Background: an optimization exercise with open tools, aiming at small area, a short achievable clock period and few clock cycles per item. Do not read the settings as production practice.
Only simulation tests tie the RTL to the original design; equivalence was not proved.

==> flow/design.v (outline; a module is shown in full before it is edited, if it fits) <==
// module evaluate: 146 lines
// module judgeChessForm: 189 lines
// module aiGo: 2450 lines
module aiGo(reset,clk,humanIn,enable,AIOut,finish,x,y);
  // ...
==> flow/flow/run.sh <==
#!/bin/bash
# Layout flow: the standard ORFS flow (standard.sh) with two changes.
#  1. Synthesis is the standard flow's synthesis script unchanged, except that Yosys's final
#     technology mapping call (abc) uses flow/abc.script, an area-oriented ABC
#     script, in place of ORFS's. Registers are untouched: abc maps only the
#     combinational logic, after dfflibmap. ADDER_MAP_FILE is left empty, so
#     adders stay plain gates for ABC instead of being extracted into adder cells.
#  2. Timing repair (repair_timing, in floorplan, CTS and global routing) aims
#     for SETUP_SLACK_MARGIN ns of setup slack at the design's clock period.
# The SDC, the clock period and every other setting are the standard flow's.
# Each tool's full output: orfs/logs/... (per ORFS step) and flow_make.log here.
set -euo pipefail
W=$(pwd)
MARGIN=$(cat "$W/flow/margin.txt")
{
  echo 'proc abc {args} {'
  echo '  set i [lsearch -exact $args -script]'
  echo "  if {\$i >= 0} { lset args [expr {\$i + 1}] {$W/flow/abc.script} }"
  echo '  yosys abc {*}$args'
  echo '}'
  cat "$W/synth_recipe.tcl"
} > "$W/flow_synth.tcl"
bash "$W/standard.sh" SYNTH_SCRIPT="$W/flow_synth.tcl" ADDER_MAP_FILE= SETUP_SLACK_MARGIN="$MARGIN" finish > "$W/flow_make.log" 2>&1
==> flow/flow/abc.script <==
strash
dch -f
amap
topo
==> flow/flow/margin.txt <==
8.0
==> flow/standard.sh <==
#!/bin/bash
# synth_recipe.tcl (not shown) runs the flow's synth.tcl, then flattens the netlist and writes it again
# the make line also repeats each setting of config.mk as NAME=value (left out here)
make -C /OpenROAD-flow-scripts/flow DESIGN_CONFIG=/design/flow/config.mk WORK_HOME=/design/flow/orfs CLKGATE_MAP_FILE= SYNTH_SCRIPT=/design/flow/synth_recipe.tcl "${@:-finish}"
==> flow/config.mk <==
export PLATFORM = sky130hd
export DESIGN_NAME = aiGo
export DESIGN_NICKNAME = aiGo
export VERILOG_FILES = /design/flow/design.v
export SDC_FILE = /design/flow/constraint.sdc
export NUM_CORES = 4
export LEC_CHECK = 0
export CAP_MARGIN = 20
export CORE_MARGIN = 2
export CORE_UTILIZATION = 45
export PLACE_DENSITY = 0.6
export SLEW_MARGIN = 20
==> flow/constraint.sdc <==
create_clock -name core_clock -period 14.0 [get_ports {clk}]
set_input_delay 2.8000 -clock core_clock [delete_from_list [all_inputs] [get_ports {clk}]]
set_output_delay 2.8000 -clock core_clock [all_outputs]
set_load 0.01 [all_outputs]
==> out/metrics.cfg, run 1 <==
[flow_run]
cap_violations=9

[run_status]
status=complete, but fails checks
violations=max-capacitance violations, max-slew violations

[clock_tree]
cts_made_buffers=155
cts-hold-fix-buffers=0
post_cts_buffers=2
cts_tree=done

[sta]
fmax_mhz=154
final_max_slew_viol_count=95
slew_headroom_pct=-21.1
period_minus_slack_ps=6480
setup-tns-final_ps=0
period_share_pct=46.3

[floorplanning]
start_util_pct=45.2

[critical_path]
cpPeakStageDelay_ps=900
rrSetupSlack_ps=7520
cp_slowest_cell=a311o_1
endpoint=kfA[16]$_DFF_P_
cpMostUsedCell=clkinv_1
crit_cells=14

[synthesis]
synth_top_cell_area_share_pct=14.6
ys_ff_latch=1190
yosys-top-cells-count=4770 x nor2_1, 3227 x clkinv_1, 2426 x o21ai_0, 1525 x a21oi_1, 1491 x nand2_1
synth-main-ff-cell=dfxtp_1
seq_area_frac_synth_pct=19.5
synth_nets=21846
synth_edf_count=21

[place]
gp_congestion=1.24
hpwl_um=679000

[layout]
antenna_cells=342
final_util_pct=52.9
n_all_buffers=1115
sh_seq_area_pct=16.7
design_area_mm2=0.151

[drt]
drtIter0Drc=34693
met1_length_um=294000
drtPass1Iterations=17

[grt]
grt_pass1_wl_um=1220000
use_met2_pct=73.3

[worst_hold_path]
worstHoldStart=krow[3]$_DFF_P_

Testbench counts, summed over its fixed seeds: cycles 27,392, moves 1,472.
==> run 2: changes to the inputs <==
==> flow/flow/abc.script (replaced) <==
strash
dch -f
amap
topo
stime -c
buffer -c
upsize -c
dnsize -c
stime -c
--- a/flow/config.mk
+++ b/flow/config.mk
@@ -7,6 +7,7 @@
 export LEC_CHECK = 0
+export ABC_CLOCK_PERIOD_IN_PS = 4500
 export CAP_MARGIN = 20
 export CORE_MARGIN = 2
-export CORE_UTILIZATION = 45
-export PLACE_DENSITY = 0.6
+export CORE_UTILIZATION = 35
+export PLACE_DENSITY = 0.5
 export SLEW_MARGIN = 20
==> run 2 against run 1 <==
  * Now clean on timing, DRC and antenna
  * Sequential share of layout area decreased by 0.27 points
  * Cell area increased by 1.6%
  * Worst hold slack improved by 0.72 ps
  * Utilization decreased by 12 points
  * Critical path type unchanged
  * Highest routed layer unchanged
==> out/metrics.cfg, run 2 <==
[clock_tree]
clock-sinks=1190  ; unchanged
post_cts_buffers=0  ; was 2
htreeDepth=4  ; unchanged
cts_made_buffers=166  ; was 155
clk_pin_slew_ps=60  ; about the same
clock_latency_ps=980  ; was 960 ps
clock_path_buffers=4  ; unchanged
clk_root_buffer_cell=clkbuf_16  ; unchanged
cts_tree=done  ; unchanged

[drt]
met1_length_um=353000  ; was 294000 µm
ant_nets=0  ; unchanged
wl_met2_um=363000  ; was 313000 µm
highest_layer=met5  ; unchanged
drc=0  ; unchanged
totalWireLength_um=946000  ; was 885000 µm
detail_route.wl_per_cell_um=33.3  ; was 32.6 µm
vias=186320  ; was 194644
drtIter0Drc=26852  ; was 34693
met3WireLength_um=135000  ; was 168000 µm
drtPass1Iterations=10  ; was 17
avgViaCountPerCell=6.55  ; was 7.18

[layout]
fillers=41594  ; was 29021
fin_nets=23133  ; was 23124
top_register=AI  ; unchanged
drive_gt1_share_pct=7.55  ; was 5.23%
final_cell_mix=4735 x nor2_1, 2955 x inv_1, 2036 x o21ai_0, 1509 x a21oi_1, 1478 x nand2_1  ; was 4742 x nor2_1, 3202 x clkinv_1, 2294 x o21ai_0, 1521 x a21oi_1, 1482 x nand2_1
area_delta_synth_final_pct=15.3  ; was 17.1%
mostFrequentLayoutCell=nor2_1  ; unchanged
final_util_pct=40.5  ; was 52.9%
biggestRegsByFlops=AI x225, kfA x180, kfH x180  ; unchanged
largest_register_ffs=225  ; unchanged

[sta]
period_share_pct=42.4  ; was 46.3%
worst-slew-pin-transition_ps=1440  ; was 1800 ps
slew_headroom_pct=4.01  ; was -21.1%
hold_viol_final=0  ; unchanged
finalSetupViolations=0  ; unchanged
setup-tns-final_ps=0  ; unchanged
clock_skew_ps=87.5  ; was 102 ps
grt_setup_unrepaired=yes  ; unchanged
final_max_slew_viol_count=0  ; was 95
period_minus_slack_ps=5940  ; was 6480 ps
fmax_mhz=168  ; was 154 MHz

[critical_path]
regToRegStartpoint=Wa[10]$_SDFF_PP0_  ; was Wv[6]$_SDFF_PP1_
worst-endpoint-required_ps=14610  ; was 14480 ps
crit_arrival_ps=6550  ; was 6960 ps
cpMostUsedCell=o21ai_0  ; was clkinv_1
path_cells=inv_1, nand3_1, o21ai_0, o21ai_0, a21oi_1, inv_1, nor3_1, nor2_1, o311ai_1, o21ai_0  ; was buf_4, clkinv_1, nor3_1, clkinv_1, nor2_1, clkinv_1, o32ai_1, buf_4, clkinv_1, nor2_1, a31oi_1, o32ai_1, a311o_1, o21ai_1
cp-start-kind=flop  ; unchanged
cp_slowest_cell=o311ai_1  ; was a311o_1
critPathMaxFanout=7  ; was 26
cp_top_family=compound AO/OA/AOI/OAI gates  ; unchanged
path_class=reg -> reg  ; unchanged
startpoint=Wa[10]$_SDFF_PP0_  ; was Wv[6]$_SDFF_PP1_
endpoint_kind=flop  ; unchanged
cpPeakStageDelay_ps=960  ; was 900 ps
path_buf_inv=2  ; was 6

[grt]
grt_max_degree=136  ; was 131
grt_pass1_wl_um=1290000  ; was 1220000 µm
grt_pass1_vias=166913  ; was 169759
overflow=0  ; unchanged
grt_use_total_pct=46.7  ; was 57.3%
antenna_found_initial=171  ; was 193

[place]
hpwl_um=750000  ; was 679000 µm
gp_congestion=1.10  ; was 1.24
port_buffers=461  ; unchanged

[synthesis]
seq_area_frac_synth_pct=18.9  ; was 19.5%
synth-main-ff-cell=dfxtp_1  ; unchanged
synth_cells=22410  ; was 21618
yosys-top-cells-count=4740 x nor2_1, 2959 x inv_1, 2095 x o21ai_0, 1510 x a21oi_1, 1481 x nand2_1  ; was 4770 x nor2_1, 3227 x clkinv_1, 2426 x o21ai_0, 1525 x a21oi_1, 1491 x nand2_1
synthArstFlopShare_pct=19.2  ; unchanged
ys_ff_latch=1190  ; unchanged
synth_nets=22638  ; was 21846
synth_edf_count=21  ; unchanged
yosysWarnings=1  ; unchanged
synth.cell_area_mm2=0.133  ; was 0.129 mm²
synth_largest_area_cell=dfxtp_1  ; unchanged
yosysMostFrequentCell=nor2_1  ; unchanged
synth_top_cell_area_share_pct=14.2  ; was 14.6%
synth_area_leaders=dfxtp_1 14%, nor2_1 13%, inv_1 8.4%, o21ai_0 7.9%, a21oi_1 5.7%  ; was dfxtp_1 15%, nor2_1 14%, o21ai_0 9.4%, clkinv_1 9.4%, a21oi_1 5.9%
synth_area_per_cell_um2=5.93  ; was 5.96 µm²
synth_cell_types=96  ; was 61

[worst_hold_path]
holdCritPathClass=reg -> reg  ; unchanged
worstHoldStart=krow[1]$_DFF_P_  ; was krow[3]$_DFF_P_

[floorplanning]
die_h_um=620  ; was 539 µm
start_util_pct=35.1  ; was 45.2%
dieArea_mm2=0.385  ; was 0.290 mm²
core_region_area_mm2=0.379  ; was 0.285 mm²
rows=226  ; was 196
ios=462  ; unchanged
die_w_um=620  ; was 539 µm

[run_status]
status=complete, no violations  ; was complete, but fails checks

[flow_run]
cap_violations=0  ; was 9

run 2: repair_timing:
item | 4_1_cts | 5_1_grt
hold endpoints to repair | 0 | 0
hold buffers | 0 | 0
endpoints found under the setup margin | 0 | 147
resized for setup | 0 | 34
run 2: cell families (layout without fill, tap and decap cells):
| family | Yosys count | after routing | share of synthesized area [%] |
|---|---|---|---|
| other | 0 | 375 | 0 |
| AOI/OAI and AO/OA | 8393 | 8393 | 41.1 |
| DFF | 1190 | 1190 | 18.9 |
| buffers and inverters | 4020 | 4648 | 11.5 |
| and+or+nand+nor | 8807 | 8807 | 28.5 |
run 2: stage by stage:
step | setup slack [ps] | instances | hold WS, ps | area (µm²)
floorplan | 9410 | 22410 | 310 | 133000
global placement | 7080 | 27736 | 311 | 146000
detailed placement | 7800 | 27745 | 315 | 146000
CTS | 8060 | 28046 | 329 | 152000
global route | 7860 | 28244 | 341 | 153000
finish | 8060 | 28429 | 328 | 153000
run 2: area by class of cell:
cell class / count / area [µm²] / area share, %
Inverter: 3227 / 12100 / 7.93
Sequential cell: 1190 / 25200 / 16.4
Timing Repair Buffer: 1120 / 9670 / 6.31
Antenna cell: 375 / 938 / 0.612
Clock inverter: 87 / 1030 / 0.674
Multi-Input combinational cell: 17200 / 93400 / 60.9
Clock buffer: 214 / 4600 / 3.01
Tap cell: 5016 / 6280 / 4.10
run 2: worst reg2reg max path, delay by kind of cell (launching register included):
| family | cells | cell delay, ps |
|---|---|---|
| AO/OA/AOI/OAI | 5 | 2930 |
| AND/OR/NAND/NOR | 3 | 1270 |
| buffers and inverters | 2 | 910 |
| flip-flops | 1 | 510 |
run 2: final timing paths:
check | end | slack [ps] | cells after the start
max | kfA[82]$_DFF_P_ | 8060 | 10
min in group asynchronous | AI[78]$_DFFE_PN0P_ | 1910 | 1
min | prow[1]$_DFF_P_ | 330 | 0
min reg2reg | prow[1]$_DFF_P_ | 330 | 0
max reg2reg | kfA[82]$_DFF_P_ | 8060 | 10
max in group asynchronous | AI[13]$_DFFE_PN0P_ | 10750 | 2
run 2: routing by layer:
metal | track usage (%) | vias up
met3 | 20.4 | 3280
met1 | 55.2 | 87399
met4 | 39.8 | 88
met5 | 0.985 | -
li1 | - | 81936
met2 | 63.9 | 13617
==> run 3: changes to the inputs <==
==> flow/flow/abc.script (replaced) <==
strash
dch -f
amap
topo
--- a/flow/config.mk
+++ b/flow/config.mk
@@ -7,4 +7,3 @@
 export LEC_CHECK = 0
-export ABC_CLOCK_PERIOD_IN_PS = 4500
-export CAP_MARGIN = 20
+export CAP_MARGIN = 35
 export CORE_MARGIN = 2
@@ -12,2 +11,2 @@
 export PLACE_DENSITY = 0.5
-export SLEW_MARGIN = 20
+export SLEW_MARGIN = 35
==> run 3 against run 2 <==
  * Still clean on timing, DRC and antenna
  * First-iteration DRC count decreased by 1.0%
  * Synthesized cell count decreased by 3.5%
  * Utilization increased by 1.6 points
  * Worst setup slack got worse by 340 ps
  * Via count is 1.3% higher
  * Count of clock-buffer cells in the layout is 5 lower
  * Worst hold slack lost 2.9 ps
  * Global-route usage grew 1.3 points
  * Sequential share of layout area down 0.051 points
  * Area after synthesis shrank 3.1%
==> out/metrics.cfg, run 3 <==
[run_status]
status=complete, no violations  ; unchanged

[layout]
drive_gt1_share_pct=5.96  ; was 7.55%
top_register=AI  ; unchanged
fin_nets=23221  ; was 23133
final_cells=28219  ; was 28429
final_cell_mix=4739 x nor2_1, 3195 x clkinv_1, 2239 x o21ai_0, 1520 x a21oi_1, 1482 x nand2_1  ; was 4735 x nor2_1, 2955 x inv_1, 2036 x o21ai_0, 1509 x a21oi_1, 1478 x nand2_1
biggestRegsByFlops=AI x225, kfA x180, kfH x180  ; unchanged
area_delta_synth_final_pct=19.4  ; was 15.3%
largest_register_ffs=225  ; unchanged
mostFrequentLayoutCell=nor2_1  ; unchanged

[clock_tree]
cts-hold-fix-buffers=0  ; unchanged
clock_path_buffers=4  ; unchanged
clk_pin_slew_ps=60  ; about the same
cts_made_buffers=167  ; was 166
htreeDepth=4  ; unchanged
clk_root_buffer_cell=clkbuf_16  ; unchanged
cts_tree=done  ; unchanged
clock-sinks=1190  ; unchanged
clock_latency_ps=950  ; was 980 ps

[synthesis]
synth_edf_count=21  ; unchanged
yosysWarnings=1  ; unchanged
synth_nets=21846  ; was 22638
yosysMostFrequentCell=nor2_1  ; unchanged
synth.cell_area_mm2=0.129  ; was 0.133 mm²
synth-main-ff-cell=dfxtp_1  ; unchanged
synth_cell_types=61  ; was 96
yosys-top-cells-count=4770 x nor2_1, 3227 x clkinv_1, 2426 x o21ai_0, 1525 x a21oi_1, 1491 x nand2_1  ; was 4740 x nor2_1, 2959 x inv_1, 2095 x o21ai_0, 1510 x a21oi_1, 1481 x nand2_1
synth_top_cell_area_share_pct=14.6  ; was 14.2%
synth_area_leaders=dfxtp_1 15%, nor2_1 14%, o21ai_0 9.4%, clkinv_1 9.4%, a21oi_1 5.9%  ; was dfxtp_1 14%, nor2_1 13%, inv_1 8.4%, o21ai_0 7.9%, a21oi_1 5.7%
seq_area_frac_synth_pct=19.5  ; was 18.9%
synth_cells=21618  ; was 22410
synth_largest_area_cell=dfxtp_1  ; unchanged
ys_ff_latch=1190  ; unchanged
synth_area_per_cell_um2=5.96  ; was 5.93 µm²
synthArstFlopShare_pct=19.2  ; unchanged

[sta]
grt_setup_unrepaired=yes  ; unchanged
slew_headroom_pct=18.3  ; was 4.01%
period_minus_slack_ps=6280  ; was 5940 ps
worst-slew-pin-transition_ps=1210  ; was 1440 ps
period_share_pct=44.9  ; was 42.4%
finalSetupViolations=0  ; unchanged
hold_viol_final=0  ; unchanged
final_max_slew_viol_count=0  ; unchanged
fmax_mhz=159  ; was 168 MHz
clock_skew_ps=93.0  ; was 87.5 ps
setup-tns-final_ps=0  ; unchanged

[critical_path]
startpoint=Wv[5]$_SDFF_PP1_  ; was Wa[10]$_SDFF_PP0_
crit_arrival_ps=6880  ; was 6550 ps
cp-start-kind=flop  ; unchanged
rr_endpoint=kfH[172]$_DFF_P_  ; was kfA[82]$_DFF_P_
critPathMaxFanout=12  ; was 7
endpoint_kind=flop  ; unchanged
regToRegStartpoint=Wv[5]$_SDFF_PP1_  ; was Wa[10]$_SDFF_PP0_
endpoint=kfH[172]$_DFF_P_  ; was kfA[82]$_DFF_P_
rrSetupSlack_ps=7720  ; was 8060 ps
worst-endpoint-required_ps=14600  ; was 14610 ps
r2r_cells=16  ; was 10
path_class=reg -> reg  ; unchanged

[drt]
drtPass1Iterations=8  ; was 10
vias=188706  ; was 186320
ant_nets=0  ; unchanged
totalWireLength_um=947000  ; was 946000 µm
detail_route.wl_per_cell_um=33.6  ; was 33.3 µm
drc=0  ; unchanged
drtIter0Drc=26583  ; was 26852
avgViaCountPerCell=6.69  ; was 6.55

[grt]
grt_util_met3_pct=24.9  ; was 20.4%
use_met2_pct=64.0  ; was 63.9%
overflow=0  ; unchanged
use_met1_pct=56.2  ; was 55.2%
grt_pass1_wl_um=1290000  ; about the same
top_usage_layer=met2  ; unchanged
grt_pass1_vias=167253  ; was 166913
antenna_found_initial=186  ; was 171
grt_use_total_pct=48.0  ; was 46.7%
grt_max_degree=134  ; was 136

[floorplanning]
ios=462  ; unchanged
die_w_um=611  ; was 620 µm
start_util_pct=35.2  ; was 35.1%
rows=222  ; was 226
core_region_area_mm2=0.366  ; was 0.379 mm²
die_h_um=611  ; was 620 µm
dieArea_mm2=0.373  ; was 0.385 mm²

[place]
gp_congestion=1.14  ; was 1.10
hpwl_um=749000  ; was 750000 µm
dp.cells=27617  ; was 27745
port_buffers=461  ; unchanged

[worst_hold_path]
holdCritPathClass=reg -> reg  ; unchanged

[flow_run]
cap_violations=0  ; unchanged

[run 3: cell types whose count changed in the layout (fill, tap and decap cells not counted), moves of 124 or more]
cell / delta
or2_2: -206
o21ai_0: +203
inv_2: -124
or2_0: +205
o21ai_1: -202
inv_1: -2955
clkinv_1: +3074
[run 3: area by class of cell]
cell class              instances  area (µm²)
repair buffers               1203       10400
well taps                    4816        6030
inverters                    3227       12200
multi-input cells           17204       93300
clock inverters                94        1310
diodes                        276         691
clock buffers                 209        4690
flip-flops and latches       1190       25200
fillers                     39977      212000
[run 3: worst min path at each step]
stage                          from               to  slack, ps  cells past startpoint
floorplan           krow[0]$_DFF_P_  prow[0]$_DFF_P_        310                      0
global placement    krow[3]$_DFF_P_  prow[3]$_DFF_P_        310                      0
detailed placement  krow[3]$_DFF_P_  prow[3]$_DFF_P_        310                      0
CTS                 krow[2]$_DFF_P_  prow[2]$_DFF_P_        330                      0
global route        krow[0]$_DFF_P_  prow[0]$_DFF_P_        340                      0
finish              krow[3]$_DFF_P_  prow[3]$_DFF_P_        330                      0
[run 3: timing repair]
| action | 4_1_cts | 5_1_grt |
|---|---|---|
| pin swaps | 0 | 9 |
| resized for setup | 33 | 169 |
| cloned | 0 | 4 |
| setup endpoints to repair | 194 | 246 |
| setup buffers | 1 | 12 |
[run 3: cell families after synthesis]
family | count (synthesis) | synth area share [%]
compound gates | 8393 | 41.9
flops | 1190 | 19.5
simple gates | 8807 | 29.1
buf+inv | 3228 | 9.41
[run 3: worst max-delay path, cell delays in order, from the launching register on]
cell,delay [ps]
dfxtp_1,320
clkinv_1,270
buf_4,400
buf_4,290
nor3_2,780
buf_4,340
clkinv_1,680
nor2_1,480
clkinv_1,140
o221ai_1,210
clkinv_1,170
nor3_1,250
a31oi_1,110
o32ai_1,420
nand3_1,140
o311ai_1,340
o21ai_0,630
[run 3: metal layers]
metal	part of all wire, %	routed length, µm
met5	0.20	1890
met2	37	353000
met1	37	349000
met3	16	149000
met4	9.9	93900
[run 3: stage by stage]
| stage | area [µm²] | utilization (%) | hold WS (ps) | setup WS [ps] |
|---|---|---|---|---|
| after floorplan | 129000 | - | 310 | 3680 |
| after global placement | 146000 | 39.8 | 312 | 7290 |
| after detailed placement | 146000 | 39.9 | 314 | 7570 |
| after CTS | 152000 | 41.6 | 331 | 8000 |
| after global routing | 153000 | 41.9 | 337 | 7970 |
| final | 154000 | 42.0 | 325 | 7720 |
==> run 4: changes to the inputs <==
==> flow/flow/abc.script (replaced) <==
strash
dch -f
amap
topo
stime -c
buffer -c
upsize -c
dnsize -c
stime -c
==> flow/flow/margin.txt (replaced) <==
8.3
--- a/flow/config.mk
+++ b/flow/config.mk
@@ -7,2 +7,3 @@
 export LEC_CHECK = 0
+export ABC_CLOCK_PERIOD_IN_PS = 3500
 export CAP_MARGIN = 35
==> run 4 against run 3 <==
  * Wire length up 0.18%
  * Die area rose by 3.2%
  * Critical path type unchanged
  * Critical endpoint is now kfA[103]$_DFF_P_
  * Largest cell class unchanged
==> out/metrics.cfg, run 4 <==
[layout]
fin_nets=23159  ; was 23221
regArea_mm2=0.0253  ; was 0.0252 mm²
top_register=AI  ; unchanged
drive_gt1_share_pct=8.13  ; was 5.96%
multi_input_area_mm2=0.0938  ; was 0.0933 mm²
largest_register_ffs=225  ; unchanged
fillers=41415  ; was 39977
mostFrequentLayoutCell=nor2_1  ; unchanged
area_delta_synth_final_pct=16.0  ; was 19.4%
final_cell_mix=4727 x nor2_1, 2950 x inv_1, 1982 x o21ai_0, 1508 x a21oi_1, 1476 x nand2_1  ; was 4739 x nor2_1, 3195 x clkinv_1, 2239 x o21ai_0, 1520 x a21oi_1, 1482 x nand2_1
biggestRegsByFlops=AI x225, kfA x180, kfH x180  ; unchanged
final_util_pct=40.7  ; was 42.0%

[sta]
hold_viol_final=0  ; unchanged
fin_ws_ps=8320  ; was 7720 ps
clock_skew_ps=83.9  ; was 93.0 ps
grt_setup_unrepaired=no  ; was yes
setup-tns-final_ps=0  ; unchanged
slew_headroom_pct=21.7  ; was 18.3%
finalSetupViolations=0  ; unchanged
worst-slew-pin-transition_ps=1170  ; was 1210 ps
whs_ps=334  ; was 325 ps
fmax_mhz=176  ; was 159 MHz
period_minus_slack_ps=5680  ; was 6280 ps
final_max_slew_viol_count=0  ; unchanged
period_share_pct=40.6  ; was 44.9%

[drt]
ant_nets=0  ; unchanged
drtIter0Drc=26273  ; was 26583
drtPass1Iterations=11  ; was 8
drc=0  ; unchanged
detail_route.wl_per_cell_um=33.3  ; was 33.6 µm
avgViaCountPerCell=6.57  ; was 6.69
vias=186895  ; was 188706
totalWireLength_um=949000  ; was 947000 µm

[flow_run]
cap_violations=0  ; unchanged

[grt]
grt_use_total_pct=46.7  ; was 48.0%
overflow=0  ; unchanged
grt_pass1_vias=167148  ; was 167253
grt_pass1_wl_um=1290000  ; about the same
grt_max_degree=136  ; was 134
antenna_found_initial=159  ; was 186

[clock_tree]
clock-sinks=1190  ; unchanged
cts_made_buffers=168  ; was 167
clk_root_buffer_cell=clkbuf_16  ; unchanged
clock_path_buffers=4  ; unchanged
cts_tree=done  ; unchanged
clk_pin_slew_ps=60  ; about the same
clock_latency_ps=990  ; was 950 ps
htreeDepth=4  ; unchanged

[synthesis]
synth_area_per_cell_um2=5.93  ; was 5.96 µm²
synth.cell_area_mm2=0.133  ; was 0.129 mm²
synth_cells=22410  ; was 21618
synth_edf_count=21  ; unchanged
yosysWarnings=1  ; unchanged
synthArstFlopShare_pct=19.2  ; unchanged
synth_area_leaders=dfxtp_1 14%, nor2_1 13%, inv_1 8.4%, o21ai_0 7.9%, a21oi_1 5.7%  ; was dfxtp_1 15%, nor2_1 14%, o21ai_0 9.4%, clkinv_1 9.4%, a21oi_1 5.9%
ys_ff_latch=1190  ; unchanged
synth_cell_types=96  ; was 61
yosysMostFrequentCell=nor2_1  ; unchanged
synth_top_cell_area_share_pct=14.2  ; was 14.6%
seq_area_frac_synth_pct=18.9  ; was 19.5%
synth-main-ff-cell=dfxtp_1  ; unchanged
yosys-top-cells-count=4740 x nor2_1, 2959 x inv_1, 2095 x o21ai_0, 1510 x a21oi_1, 1481 x nand2_1  ; was 4770 x nor2_1, 3227 x clkinv_1, 2426 x o21ai_0, 1525 x a21oi_1, 1491 x nand2_1
synth_nets=22638  ; was 21846
synth_largest_area_cell=dfxtp_1  ; unchanged

[critical_path]
worst-endpoint-required_ps=14680  ; was 14600 ps
cp-start-kind=flop  ; unchanged
critPathMaxFanout=9  ; was 12
cp_slowest_cell=nand3_2  ; was nor3_2
endpoint_kind=flop  ; unchanged
crit_arrival_ps=6350  ; was 6880 ps
path_cells=buf_4, inv_1, nand3_2, o21ai_0, o21ai_0, a21oi_1, inv_1, o22ai_1, a22oi_1, o21ai_0, o21ai_0, o21ai_0, or2_2, a31oi_1, nor4_1, o21ai_1  ; was clkinv_1, buf_4, buf_4, nor3_2, buf_4, clkinv_1, nor2_1, clkinv_1, o221ai_1, clkinv_1, nor3_1, a31oi_1, o32ai_1, nand3_1, o311ai_1, o21ai_0
path_class=reg -> reg  ; unchanged
cpMostUsedCell=o21ai_0  ; was clkinv_1
cpPeakStageDelay_ps=1000  ; was 780 ps

[floorplanning]
ios=462  ; unchanged
die_w_um=620  ; was 611 µm
core_region_area_mm2=0.379  ; was 0.366 mm²
rows=226  ; was 222
die_h_um=620  ; was 611 µm
start_util_pct=35.1  ; was 35.2%
dieArea_mm2=0.385  ; was 0.373 mm²

[place]
gp_congestion=1.10  ; was 1.14
dp_slack_ps=8000  ; was 7570 ps
port_buffers=461  ; unchanged
hpwl_um=751000  ; was 749000 µm

[run_status]
status=complete, no violations  ; unchanged

[worst_hold_path]
holdCritPathClass=reg -> reg  ; unchanged

run 4: changes by cell type after synthesis, moves of 46 or more:
cell,previous run,this run
a31o_1,62,1
o21ai_1,0,282
o21ai_0,2426,2095
clkinv_1,3227,124
inv_2,0,139
or2_2,0,206
buf_1,1,47
or2_0,212,1
o21ai_2,0,47
a31o_2,0,61
clkbuf_1,0,688
inv_1,0,2959
run 4: worst paths after layout:
kind	cells past startpoint	to	from	slack, ps
max reg2reg	16	kfA[103]$_DFF_P_	Wa[4]$_SDFF_PP0_	8320
min	0	prow[1]$_DFF_P_	krow[1]$_DFF_P_	330
min in group asynchronous	1	AI[1]$_DFFE_PN0P_	reset	1870
min reg2reg	0	prow[1]$_DFF_P_	krow[1]$_DFF_P_	330
max	16	kfA[103]$_DFF_P_	Wa[4]$_SDFF_PP0_	8320
max in group asynchronous	2	AI[67]$_DFFE_PN0P_	reset	10750
run 4: critical path, delay by kind of cell, from the launching register on:
| kind | cells | cell delay [ps] |
|---|---|---|
| simple gates | 3 | 1650 |
| flops | 1 | 290 |
| buf+inv | 3 | 1040 |
| compound gates | 10 | 2360 |
run 4: cell families (layout without fill, tap and decap cells):
| logic type | count (synthesis) | count (layout) | synth area share [%] |
|---|---|---|---|
| and+or+nand+nor | 8807 | 8812 | 28.5 |
| DFF | 1190 | 1190 | 18.9 |
| buffers and inverters | 4020 | 4671 | 11.5 |
| other | 0 | 369 | 0 |
| AOI/OAI and AO/OA | 8393 | 8393 | 41.1 |
run 4: timing repair:
| action | in CTS | in global routing |
|---|---|---|
| gates resized for setup | 5 | 116 |
| hold buffers | 0 | 0 |
| setup endpoints to repair | 12 | 241 |
| pin swaps | 1 | 7 |
| cloned | 0 | 5 |
| setup buffers | 0 | 8 |
run 4: through the flow:
stage               cell area [µm²]  std cells
floorplan                    133000      22410
global placement             146000      27736
detailed placement           147000      27760
CTS                          153000      28065
global route                 154000      28215
finish                       154000      28451
run 4: per-layer routing:
metal  track usage, %  up-vias  wire (µm)  share of wire [%]
met1             55.1    87526     353000                 37
met3             20.3     3375     135000                 14
li1                 -    81955          -                  -
met2             64.4    13934     365000                 38
met5            0.114        -        883              0.093
met4             39.6      105      94600                 10
run 4: layout make-up:
class                      instances  share of cell area, %
clock buffer                     203                   2.94
antenna                          369                  0.599
tap                             5016                   4.07
clock inverter                   102                  0.906
sequential                      1190                   16.4
timing repair buffer            1139                   6.40
multi-input combinational      17205                   60.8
inverter                        3227                   7.88

==> afterwards: timing with drivers on the ports <==
The flow's constraints put no driver on any port. The routed layouts listed below were extracted and timed again, unchanged, in two steps. Step 1: set_driving_cell puts a clkbuf_16 on clk and a buf_2 on each other input, an assumption about the parent block. Step 2 adds t to the input delays and takes it off the output delays; t is the mean of the earliest and latest rising clock arrival at the registers after step 1. Input paths then give back, and output paths get back, about the clock's delay inside the block. a / b / c = ideal ports / drivers / drivers and shift; a / b = the first two.
run | shift t [ns] | setup slack, ns | worst setup path after step 2 | slew at the worst register clock pin (ns) | worst slew at a driven data input, ns
run 1 | 1.031 | 7.516 / 7.516 / 7.340 | input to register | 0.08 / 0.08 | 0.17
run 2 | 1.067 | 8.059 / 8.059 / 7.528 | input to register | 0.08 / 0.08 | 0.14
run 3 | 1.034 | 7.719 / 7.719 / 7.719 | register to register | 0.09 / 0.09 | 0.19
run 4 | 1.083 | 8.323 / 8.323 / 7.873 | input to register | 0.08 / 0.08 | 0.16
The setup slack of run 2, which loses most, moves by 0.000 ns with the drivers and by -0.531 ns with both steps.
